Background: an optimization exercise with open tools, aiming at small area, a short achievable clock period and few clock cycles per item. Do not read the settings as production practice. Only simulation tests tie the RTL to the original design; equivalence was not proved.

==> run a <==
// vs4x400_core
module vs4x400_core (
    input clk, input reset,
    input start_search,
    input [9:0] vector_count,
    input [7:0] dim_size,
    output reg [11:0] mem_addr,
    input signed [63:0] mem_data,
    output [31:0] max_score,
    output reg [7:0] winner_id,
    output reg busy
);
export LEC_CHECK = 0
export CAP_MARGIN = 20
export CORE_MARGIN = 2
export CORE_UTILIZATION = 40
export SLEW_MARGIN = 20
create_clock -name core_clock -period 16.0 [get_ports {clk}]
standard.sh (not shown) runs the stock make flow with config.mk's settings and CLKGATE_MAP_FILE= SYNTH_SCRIPT=/design/flow/synth_recipe.tcl, a recipe that flattens the netlist after the stock synthesis.
==> flow/flow/run.sh <==
#!/bin/bash
# The standard layout (standard synthesis unchanged), with two changes to how the layout is
# made: every port still gets a buffer, but outputs get buf_4 and inputs buf_1 instead of the
# delay buffer buffer_ports picks by default (flow/ports.tcl); and the resizer's repair aims for setup slack
# below the clock period. Each tool's output is in orfs/logs; make's output in standard.log.
set -euo pipefail
here=$(pwd)
bash standard.sh \
  PRE_GLOBAL_PLACE_TCL="$here/flow/ports.tcl" \
  SETUP_SLACK_MARGIN=11.7 \
  finish > standard.log 2>&1
==> flow/flow/ports.tcl <==
# Sourced before global placement (PRE_GLOBAL_PLACE_TCL). global_place.tcl then calls
# buffer_ports; this wraps it so that every port still gets a buffer, but inputs get buf_1 and
# outputs buf_4 instead of the delay buffer buffer_ports picks by default.
rename buffer_ports my_std_buffer_ports
proc buffer_ports {args} {
  my_std_buffer_ports -inputs -buffer_cell sky130_fd_sc_hd__buf_1
  my_std_buffer_ports -outputs -buffer_cell sky130_fd_sc_hd__buf_4
}
==> inputs of run b, as changes to run a <==
--- a/flow/design.v
+++ b/flow/design.v
@@ -7,31 +7,29 @@
     input signed [63:0] mem_data,
     output [31:0] max_score,
     output reg [7:0] winner_id,
     output reg busy
 );
     reg fetch;             
     reg first;             
     reg [4:0] krem;        
-    reg [8:0] vrem;        
     wire last_word = (krem == 5'd1);
-    wire last_vec = (vrem == 9'd1);
+    wire done;             
     always @(posedge clk or posedge reset) begin
         if (reset) begin
             fetch <= 1'b0;
             mem_addr <= 12'd0;
         end else begin
-            fetch <= start_search | (fetch & ~(last_word & last_vec));
+            fetch <= start_search | (fetch & ~done);
             mem_addr <= fetch ? mem_addr + 12'd1 : 12'd0;
         end
     end
     always @(posedge clk) begin
         krem <= (~fetch | last_word) ? dim_size[7:3] : krem - 5'd1;
-        vrem <= ~fetch ? vector_count[8:0] : (last_word ? vrem - 9'd1 : vrem);
         first <= ~fetch | last_word;
     end
     reg [63:0] d1;
     wire [47:0] enc0;
     reg [47:0] enc1;
     assign enc0[0] = mem_data[8] ^ 1'b0;
     assign enc0[1] = (mem_data[9] & ~mem_data[8] & ~1'b0) | (~mem_data[9] & mem_data[8] & 1'b0);
     assign enc0[2] = mem_data[9];
@@ -77,17 +75,16 @@
     assign enc0[42] = mem_data[60] ^ mem_data[59];
     assign enc0[43] = (mem_data[61] & ~mem_data[60] & ~mem_data[59]) | (~mem_data[61] & mem_data[60] & mem_data[59]);
     assign enc0[44] = mem_data[61];
     assign enc0[45] = mem_data[62] ^ mem_data[61];
     assign enc0[46] = (mem_data[63] & ~mem_data[62] & ~mem_data[61]) | (~mem_data[63] & mem_data[62] & mem_data[61]);
     assign enc0[47] = mem_data[63];
     reg f1;                
     reg l1;                
-    reg e1;                
     reg [21:0] acc_s, acc_c;
     wire [21:0] as_q = f1 ? 22'd0 : acc_s;
     wire [21:0] ac_q = f1 ? 22'd0 : acc_c;
     wire q1;
     wire q2;
     wire q3;
     wire q4;
     wire q5;
@@ -1108,56 +1105,50 @@
     assign c174 = (c171 & s173) | (c172 & (c171 ^ s173));
     assign s175 = 1'b1 ^ as_q[21] ^ ac_q[21];
     assign c175 = (1'b1 & as_q[21]) | (ac_q[21] & (1'b1 ^ as_q[21]));
     assign s176 = c173 ^ s175 ^ c174;
     assign c176 = (c173 & s175) | (c174 & (c173 ^ s175));
     wire [21:0] acc_s_d = {s176, s174, s172, s170, s168, s166, s164, c154, s154, c136, c124, s124, c96, c80, s79, c48, s47, c24, s23, s15, s7, s3};
     wire [21:0] acc_c_d = {1'b0, 1'b0, c170, 1'b0, 1'b0, c164, 1'b0, s160, c146, s146, s136, 1'b0, s110, s96, s80, s64, s48, s36, s24, s16, s8, s4};
     always @(posedge clk or posedge reset) begin
-        if (reset) begin
+        if (reset)
             l1 <= 1'b0;
-            e1 <= 1'b0;
-        end else begin
-            l1 <= fetch & last_word;
-            e1 <= fetch & last_word & last_vec;
-        end
+        else
+            l1 <= fetch & last_word & ~done;
     end
     always @(posedge clk) begin
         d1 <= mem_data;
         enc1 <= enc0;
         f1 <= first;
         acc_s <= acc_s_d;
         acc_c <= acc_c_d;
     end
     reg d2;                
-    reg e2;                
-    reg firstv;            
     reg [7:0] vid;         
     reg [21:0] best;
     reg best31;
+    wire [8:0] vid_next = {1'b0, vid} + 9'd1;
+    assign done = d2 & (vid_next == vector_count[8:0]);
     wire signed [21:0] score = acc_s + acc_c;
-    wire take = d2 & (firstv | (score > $signed(best)));
+    wire take = d2 & ((vid == 8'd0) | (score > $signed(best)));
     always @(posedge clk or posedge reset) begin
         if (reset) begin
             d2 <= 1'b0;
-            e2 <= 1'b0;
             busy <= 1'b0;
             best <= 22'd1;
             best31 <= 1'b1;
             winner_id <= 8'hFF;
         end else begin
-            d2 <= l1;
-            e2 <= e1;
-            busy <= start_search | (busy & ~e2);
+            d2 <= l1 & ~done;
+            busy <= start_search | (busy & ~done);
             if (take) begin
                 best <= score;
                 best31 <= score[21];
                 winner_id <= vid;
             end
         end
     end
     always @(posedge clk) begin
-        firstv <= ~busy | (firstv & ~d2);
-        vid <= ~busy ? 8'd0 : vid + {7'd0, d2};
+        vid <= ~busy ? 8'd0 : (d2 ? vid_next[7:0] : vid);
     end
     assign max_score = {best31, {9{best[21]}}, best};
 endmodule
Settings changed: CAP_MARGIN 20 to 5, CORE_UTILIZATION 40 to 55, SLEW_MARGIN 20 to 5.
==> inputs of run c, as changes to run a <==
==> flow/flow/ports.tcl (replaced) <==
# Sourced before global placement (PRE_GLOBAL_PLACE_TCL). global_place.tcl then calls
# buffer_ports; this wraps it so that every port still gets a buffer, but inputs get buf_1 and
# outputs buf_4 instead of the delay buffer buffer_ports picks by default. The port buffers are
# marked dont_touch so that later timing repair keeps them.
rename buffer_ports my_std_buffer_ports
proc buffer_ports {args} {
  my_std_buffer_ports -inputs -buffer_cell sky130_fd_sc_hd__buf_1
  my_std_buffer_ports -outputs -buffer_cell sky130_fd_sc_hd__buf_4
  set n 0
  foreach inst [get_cells {input* output*}] {
    set_dont_touch $inst
    incr n
  }
  puts "ports.tcl: $n port buffers marked dont_touch"
}
==> run notes <==
Final Util: 0.4649
P&R area growth vs syn: 15.05%
Syn Area/Cell: 10.13 um^2
Crit path depth: 1
vias in the first global route: 9879
Final period util: 0.2691
status: finished clean
the above is filed under run a

==> run notes <==
clk root buf: clkbuf_16
Rows: 69
Fail Step: clock tree synthesis
share of the synthesized area in the top cell type: 0.2301
status: stopped before the end
Num CTS Buffers: 17
FF+latch count, synth: 192
Syn Area/Cell: 10.13 um^2
Run Error: [ERROR RSZ-3006] Failed to insert buffer before loads for net net95
Simple-Gate Fraction of Synth Area: 0.08506
Post-Place Worst Slack: 11070 ps
count leader, synth: inv_1
the above is filed under run c

==> run notes <==
commonest non-fill, non-tap cells in the layout: inv_1, fa_1, xnor2_1, a22oi_1, dfxtp_1
Synth Flop Type: dfxtp_1
Die X: 163.2 um
Syn Area/Cell: 10.25 um^2
P&R area growth vs syn: 11.98%
Setup TNS Final: 0 ps
M1 WL: 14000 um
vias in the first global route: 9256
skew final: 25.94 ps
Slew HR: 0.3414
Final Util: 0.6234
status: finished clean
Leading cell kind: multi-input gates
Crit path depth: 1
Synth Area in Compound Gates: 0.1123
the above is filed under run b

Testbench counts of run a, summed over its fixed seeds: cycles 76,099, words 75,811.
Testbench counts of run b, summed over its fixed seeds: cycles 76,099, words 75,811.
Testbench counts of run c, summed over its fixed seeds: cycles 76,099, words 75,811.

## afterwards: timing with drivers on the ports
In the flow no input, the clock included, has a driving cell. The finished layouts below were timed again as built, in two steps.
Step 1 sets driving cells, clkbuf_16 on the clock port and buf_2 on the other inputs (assumed; they add their load-dependent delay and slew).
Step 2, shift: input delay + t, output delay - t, t = (earliest + latest rising clock arrival at the registers) / 2. This alone moves slack from input paths to output paths.
a / b / c = ideal / step 1 / step 2; a / b = the first two.
run	t (ns)	slack for setup (ns)	worst hold slack (ns)	worst slew at a driven data input, ns
run a	0.502	11.694 / 11.641 / 11.796	0.325 / 0.325 / 0.325	0.04
run b	0.487	11.720 / 11.672 / 11.310	0.311 / 0.311 / 0.311	0.04
After both steps setup and hold are still met in every run listed. The setup slack of run b, which loses most, moves by -0.048 ns with the drivers and by -0.410 ns with both steps.
